What follows belongs to an exercise in optimizing a design on an open flow for small area and a short achievable clock period; a production flow would make more cautious choices.
RTL that was checked went through simulation tests only; none was proved equivalent to the original.
The flow treats the clock pin as an ideal source. Dropping or thinning the clock tree relies on that and would not hold on a real chip.
Power and IR drop assume default switching activity.

// alu_top
module alu_top (
        input  logic        clk,
        input  logic [11:0] a_in,
        input  logic [11:0] b_in,
        input  logic        carry_in,
        input  logic [2:0]  func_code,
        output logic [11:0] a_out,
        output logic        carry_out,
        output logic        equ_out,
        output logic        overflow_out
    );
clock: 4.0 ns
lec_check: 0
cap_margin: 20
core_margin: 2
core_utilization: 40
setup_slack_margin: 2.45
slew_margin: 20
synth_hierarchical: 1
standard.sh (not shown) runs the stock make flow with config.mk's settings and CLKGATE_MAP_FILE= SYNTH_SCRIPT=/design/flow/synth_recipe.tcl, a recipe that flattens the netlist after the stock synthesis.
==> flow/flow/run.sh <==
#!/bin/bash
# Own layout flow: the standard ORFS flow (standard.sh) with the standard
# synthesis unchanged, and these changes to the layout steps:
#  - before floorplanning, flow/downsize.tcl removes synthesis's buffers and
#    sets each logic cell to its smallest size, for the repair steps to
#    upsize where timing needs it;
#  - the port buffers are plain buffers (BUF_CELL) instead of the delay
#    cells that buffer_ports picks by default;
#  - clock tree synthesis adds no dummy loads (CTS_ARGS);
#  - after clock tree synthesis, flow/skew.tcl clocks the first register
#    stage from the root of the tree (useful skew for the paths between the
#    stages) and then runs the post-CTS timing repair itself.
# Each step's output goes to a log file in the work folder; ORFS's own logs
# stay under orfs/logs.
set -euo pipefail
HERE=$(cd "$(dirname "$0")" && pwd)
BUF_CELL=${BUF_CELL:-sky130_fd_sc_hd__buf_1}
CTS="-sink_clustering_enable -repair_clock_nets -dont_use_dummy_load"
export SKEW_CLOCK_NET=clk
bash standard.sh synth > synth.log 2>&1
bash standard.sh "PRE_FLOORPLAN_TCL=$HERE/downsize.tcl" \
  "BUFFER_PORTS_ARGS=-buffer_cell $BUF_CELL" "CTS_ARGS=$CTS" \
  SKIP_CTS_REPAIR_TIMING=1 "POST_CTS_TCL=$HERE/skew.tcl" finish > layout.log 2>&1
Other scripts of this flow, unchanged in this note and not shown: flow/flow/downsize.tcl, flow/flow/skew.tcl
==> next run, changes <==
--- a/flow/flow/run.sh
+++ b/flow/flow/run.sh
@@ -10,4 +10,6 @@
 #  - after clock tree synthesis, flow/skew.tcl clocks the first register
-#    stage from the root of the tree (useful skew for the paths between the
-#    stages) and then runs the post-CTS timing repair itself.
+#    stage from a buffer of its own (useful skew for the paths between the
+#    stages) and then runs the post-CTS timing repair itself;
+#  - setup repair only resizes and swaps pins (MOVES), without inserting
+#    buffers or cloning gates.
 # Each step's output goes to a log file in the work folder; ORFS's own logs
@@ -17,2 +19,3 @@
 BUF_CELL=${BUF_CELL:-sky130_fd_sc_hd__buf_1}
+MOVES=${MOVES:-unbuffer,sizeup,swap}
 CTS="-sink_clustering_enable -repair_clock_nets -dont_use_dummy_load"
@@ -22,2 +25,3 @@
   "BUFFER_PORTS_ARGS=-buffer_cell $BUF_CELL" "CTS_ARGS=$CTS" \
+  "SETUP_MOVE_SEQUENCE=$MOVES" SKIP_GATE_CLONING=1 \
   SKIP_CTS_REPAIR_TIMING=1 "POST_CTS_TCL=$HERE/skew.tcl" finish > layout.log 2>&1
--- a/flow/config.mk
+++ b/flow/config.mk
@@ -10,3 +10,3 @@
 export CORE_UTILIZATION = 40
-export SETUP_SLACK_MARGIN = 2.45
+export SETUP_SLACK_MARGIN = 2.4
 export SLEW_MARGIN = 20
After rerunning: The changed run went through all stages and came out clean. Cell count is lower by 6.0%. Via count is lower by 5.7%. Worst hold slack loses 13 ps. Utilization is lower by 4.6 points. Total power is lower by 3.8%. Synthesized cell count stays the same. Setup slack loses 310 ps. Wire length is lower by 6.1%.

* * *

## before
Another version of the RTL of alu_top (not shown whole).
Size: about 290 cells after synthesis, about 44 I/O pins, ~2400 um2 of cells after synthesis.
Settings: LEC_CHECK=0, CAP_MARGIN=20, CORE_MARGIN=2, CORE_UTILIZATION=40, SETUP_SLACK_MARGIN=2.0, SLEW_MARGIN=20, SYNTH_HIERARCHICAL=1; clock period 4.0 ns.
==> flow/flow/run.sh <==
#!/bin/bash
# Own layout flow: the standard ORFS flow (standard.sh) with the standard
# synthesis unchanged, and two changes to the layout steps:
#  - before floorplanning, flow/downsize.tcl removes synthesis's buffers and
#    sets each logic cell to its smallest size, for the repair steps to
#    upsize where timing needs it;
#  - the port buffers are plain buffers (BUF_CELL) instead of the delay
#    cells that buffer_ports picks by default.
# Each step's output goes to a log file in the work folder; ORFS's own logs
# stay under orfs/logs.
set -euo pipefail
HERE=$(cd "$(dirname "$0")" && pwd)
BUF_CELL=${BUF_CELL:-sky130_fd_sc_hd__buf_1}
bash standard.sh synth > synth.log 2>&1
bash standard.sh "PRE_FLOORPLAN_TCL=$HERE/downsize.tcl" \
  "BUFFER_PORTS_ARGS=-buffer_cell $BUF_CELL" finish > layout.log 2>&1
==> flow/flow/downsize.tcl <==
# Before floorplanning: remove the buffers that synthesis inserted and set
# every combinational cell to the smallest library cell of the same function.
# The repair steps of the flow then buffer and upsize what the clock period
# needs. Registers keep their cells.
remove_buffers
set n_changed 0
foreach inst [[ord::get_db_block] getInsts] {
  set m [[$inst getMaster] getName]
  if {![regexp {^(sky130_fd_sc_hd__[a-z0-9]+)_([0-9]+)$} $m -> base drv]} { continue }
  if {[regexp {df|dl|sdf|edf|clk|conb|tap|fill|decap} $base]} { continue }
  set best ""
  set best_area 1e9
  foreach lc [get_lib_cells ${base}_*] {
    set name [get_name $lc]
    if {![regexp "^${base}_\[0-9\]+\$" $name]} { continue }
    if {[get_property $lc dont_use]} { continue }
    set a [get_property $lc area]
    if {$a < $best_area} { set best $name; set best_area $a }
  }
  if {$best ne "" && $best ne $m} {
    replace_cell [get_cells [$inst getName]] [get_lib_cells $best]
    incr n_changed
  }
}
puts "downsize: $n_changed cells changed"
Setup changes, before to after
- SETUP_SLACK_MARGIN now 2.2, was 2.0
Results
Compared with before, in after count of buffers inserted at the top-level ports shows no meaningful change, routed wire length rose about 8%, proportion of layout cells with a drive suffix above 1 has increased.
Function was not checked in any run of this note: the RTL went through the layout flow alone.

* * *

== job 1437 ==
RTL: one of the versions met above, not the one the previous note started from.
Size in the first run: roughly 44 I/O pins, ~2500 um^2 of cells after synthesis.
==> flow/config.mk <==
export PLATFORM = sky130hd
export DESIGN_NAME = alu_top
export DESIGN_NICKNAME = alu_top
export VERILOG_FILES = /design/flow/design.v
export SDC_FILE = /design/flow/constraint.sdc
export NUM_CORES = 4
export LEC_CHECK = 0
export CAP_MARGIN = 20
export CORE_MARGIN = 2
export CORE_UTILIZATION = 40
export SETUP_SLACK_MARGIN = 2.4
export SLEW_MARGIN = 20
export SYNTH_HIERARCHICAL = 1
==> flow/constraint.sdc <==
create_clock -name core_clock -period 4.0 [get_ports {clk}]
set_input_delay 0.8000 -clock core_clock [delete_from_list [all_inputs] [get_ports {clk}]]
set_output_delay 0.8000 -clock core_clock [all_outputs]
set_load 0.01 [all_outputs]
==> flow/flow/run.sh <==
#!/bin/bash
# Own layout flow: the standard ORFS flow (standard.sh) with the standard
# synthesis unchanged, and these changes to the layout steps:
#  - before floorplanning, flow/downsize.tcl removes synthesis's buffers and
#    sets each logic cell to its smallest size, for the repair steps to
#    upsize where timing needs it;
#  - the port buffers are plain buffers (BUF_CELL) instead of the delay
#    cells that buffer_ports picks by default;
#  - clock tree synthesis adds no dummy loads (CTS_ARGS);
#  - after clock tree synthesis, flow/skew.tcl clocks the first register
#    stage from the root of the tree (useful skew for the paths between the
#    stages) and then runs the post-CTS timing repair itself.
# Each step's output goes to a log file in the work folder; ORFS's own logs
# stay under orfs/logs.
set -euo pipefail
HERE=$(cd "$(dirname "$0")" && pwd)
BUF_CELL=${BUF_CELL:-sky130_fd_sc_hd__buf_1}
CTS="-sink_clustering_enable -repair_clock_nets -dont_use_dummy_load"
export SKEW_CLOCK_NET=clk
bash standard.sh synth > synth.log 2>&1
bash standard.sh "PRE_FLOORPLAN_TCL=$HERE/downsize.tcl" \
  "BUFFER_PORTS_ARGS=-buffer_cell $BUF_CELL" "CTS_ARGS=$CTS" \
  SKIP_CTS_REPAIR_TIMING=1 "POST_CTS_TCL=$HERE/skew.tcl" finish > layout.log 2>&1
Scripts as last shown in full above: flow/flow/downsize.tcl
Other scripts of this flow, unchanged in this note and not shown: flow/flow/skew.tcl
Job 1437: all stages complete, timing, DRC and antenna checks passed
The following lists how job 4732 was set up differently from job 1437:
# job 1437
export LEC_CHECK = 0
export CAP_MARGIN = 20
export CORE_MARGIN = 2
export CORE_UTILIZATION = 40
export SETUP_SLACK_MARGIN = 2.4
export SLEW_MARGIN = 20
export SYNTH_HIERARCHICAL = 1
create_clock -name core_clock -period 4.0 [get_ports {clk}]
# job 4732
export LEC_CHECK = 0
export CAP_MARGIN = 20
export CORE_MARGIN = 2
export CORE_UTILIZATION = 40
export SETUP_SLACK_MARGIN = 2.3
export SLEW_MARGIN = 20
export SYNTH_HIERARCHICAL = 1
create_clock -name core_clock -period 4.0 [get_ports {clk}]
The final layouts of job 4732 and job 1437 pass the timing, DRC and antenna checks.
Against job 1437 as the reference, job 4732 delivers a higher largest stage delay on the critical path.
Between job 4732 and job 1437, the power density over cell area is higher for job 4732.
Comparing job 4732 against job 1437, there is no change at all in area after synthesis.
Job 4732 vs. job 1437: part of the power in combinational logic -2.2 points, critical-path maximum fanout +1, routed wire length per instance ~0 delta.
Setup changes, job 4732 to job 4966
# job 4732
export LEC_CHECK = 0
export CAP_MARGIN = 20
export CORE_MARGIN = 2
export CORE_UTILIZATION = 40
export SETUP_SLACK_MARGIN = 2.3
export SLEW_MARGIN = 20
export SYNTH_HIERARCHICAL = 1
create_clock -name core_clock -period 4.0 [get_ports {clk}]
# job 4966
export LEC_CHECK = 0
export CAP_MARGIN = 20
export CORE_MARGIN = 2
export CORE_UTILIZATION = 40
export SETUP_SLACK_MARGIN = 2.5
export SLEW_MARGIN = 20
export SYNTH_HIERARCHICAL = 1
create_clock -name core_clock -period 4.0 [get_ports {clk}]
==> comparison <==
Job 4732 and job 4966 ended up with roughly the same post-synthesis instance area.
The lower multi-input combinational area share came out of job 4966.
Compared with job 4732, job 4966 shows a lower data arrival time of the worst path.
Job 4966 vs. job 4732: register-to-register setup slack grew by 0.07 ns; first-pass GRT wire length shows an increase of 4.9%; count of pins over their slew limit comparable; via count now sits higher; detailed placement HPWL fell 1.7%.
diff inputs: job 4966 => job 7340
# job 4966
export LEC_CHECK = 0
export CAP_MARGIN = 20
export CORE_MARGIN = 2
export CORE_UTILIZATION = 40
export SETUP_SLACK_MARGIN = 2.5
export SLEW_MARGIN = 20
export SYNTH_HIERARCHICAL = 1
create_clock -name core_clock -period 4.0 [get_ports {clk}]
# job 7340
export LEC_CHECK = 0
export CAP_MARGIN = 20
export CORE_MARGIN = 2
export CORE_UTILIZATION = 40
export SETUP_SLACK_MARGIN = 2.2
export SLEW_MARGIN = 20
export SYNTH_HIERARCHICAL = 1
create_clock -name core_clock -period 4.0 [get_ports {clk}]
Results
- Going from job 4966 to job 7340, sequential cell area went down by 5.3%, via count fell by 1.9%, wire length -about 4.7%, share of power burned in the clock network has increased, final cell count now smaller.
- Clock skew after layout (lower): job 7340

[what the ideal ports hide]
No port has a modelled driver above. Below, the same layouts with a new extraction and two added sets of constraints. Step 1 assumes that a clkbuf_16 drives the clock port and a buf_2 every other input. Step 2 adds t to the input delays and takes it off the output delays; t is the mean of the earliest and latest rising clock arrival at the registers after step 1. Input paths then give back, and output paths get back, about the clock's delay inside the block. Three values: ideal ports, drivers, drivers and shift; two values: the first two.
| run | t (ns) | setup slack, ns | worst setup path at the end | clock arrival spread, ns | pins driven straight from the clock port |
|---|---|---|---|---|---|
| the first run of note 1 | 0.254 | 2.440 / 2.440 / 2.296 | input to register | 0.104 / 0.104 | 2 |
| the second run of note 1 | 0.258 | 2.125 / 2.118 / 1.860 | input to register | 0.111 / 0.111 | 2 |
| before | 0.316 | 2.072 / 2.072 / 2.017 | input to register | 0.008 / 0.009 | 1 |
| after | 0.322 | 2.240 / 2.240 / 2.027 | input to register | 0.011 / 0.011 | 1 |
| job 1437 | 0.254 | 2.449 / 2.436 / 2.292 | input to register | 0.112 / 0.112 | 2 |
| job 4732 | 0.253 | 2.339 / 2.339 / 2.202 | input to register | 0.108 / 0.108 | 2 |
| job 4966 | 0.261 | 2.407 / 2.408 / 2.287 | input to register | 0.102 / 0.102 | 2 |
| job 7340 | 0.253 | 2.250 / 2.251 / 2.251 | register to register | 0.096 / 0.097 | 2 |
After both steps every run listed still meets setup and hold. For the second run of note 1, which loses most, drivers alone change the setup slack by -0.007 ns; drivers and shift together by -0.265 ns.
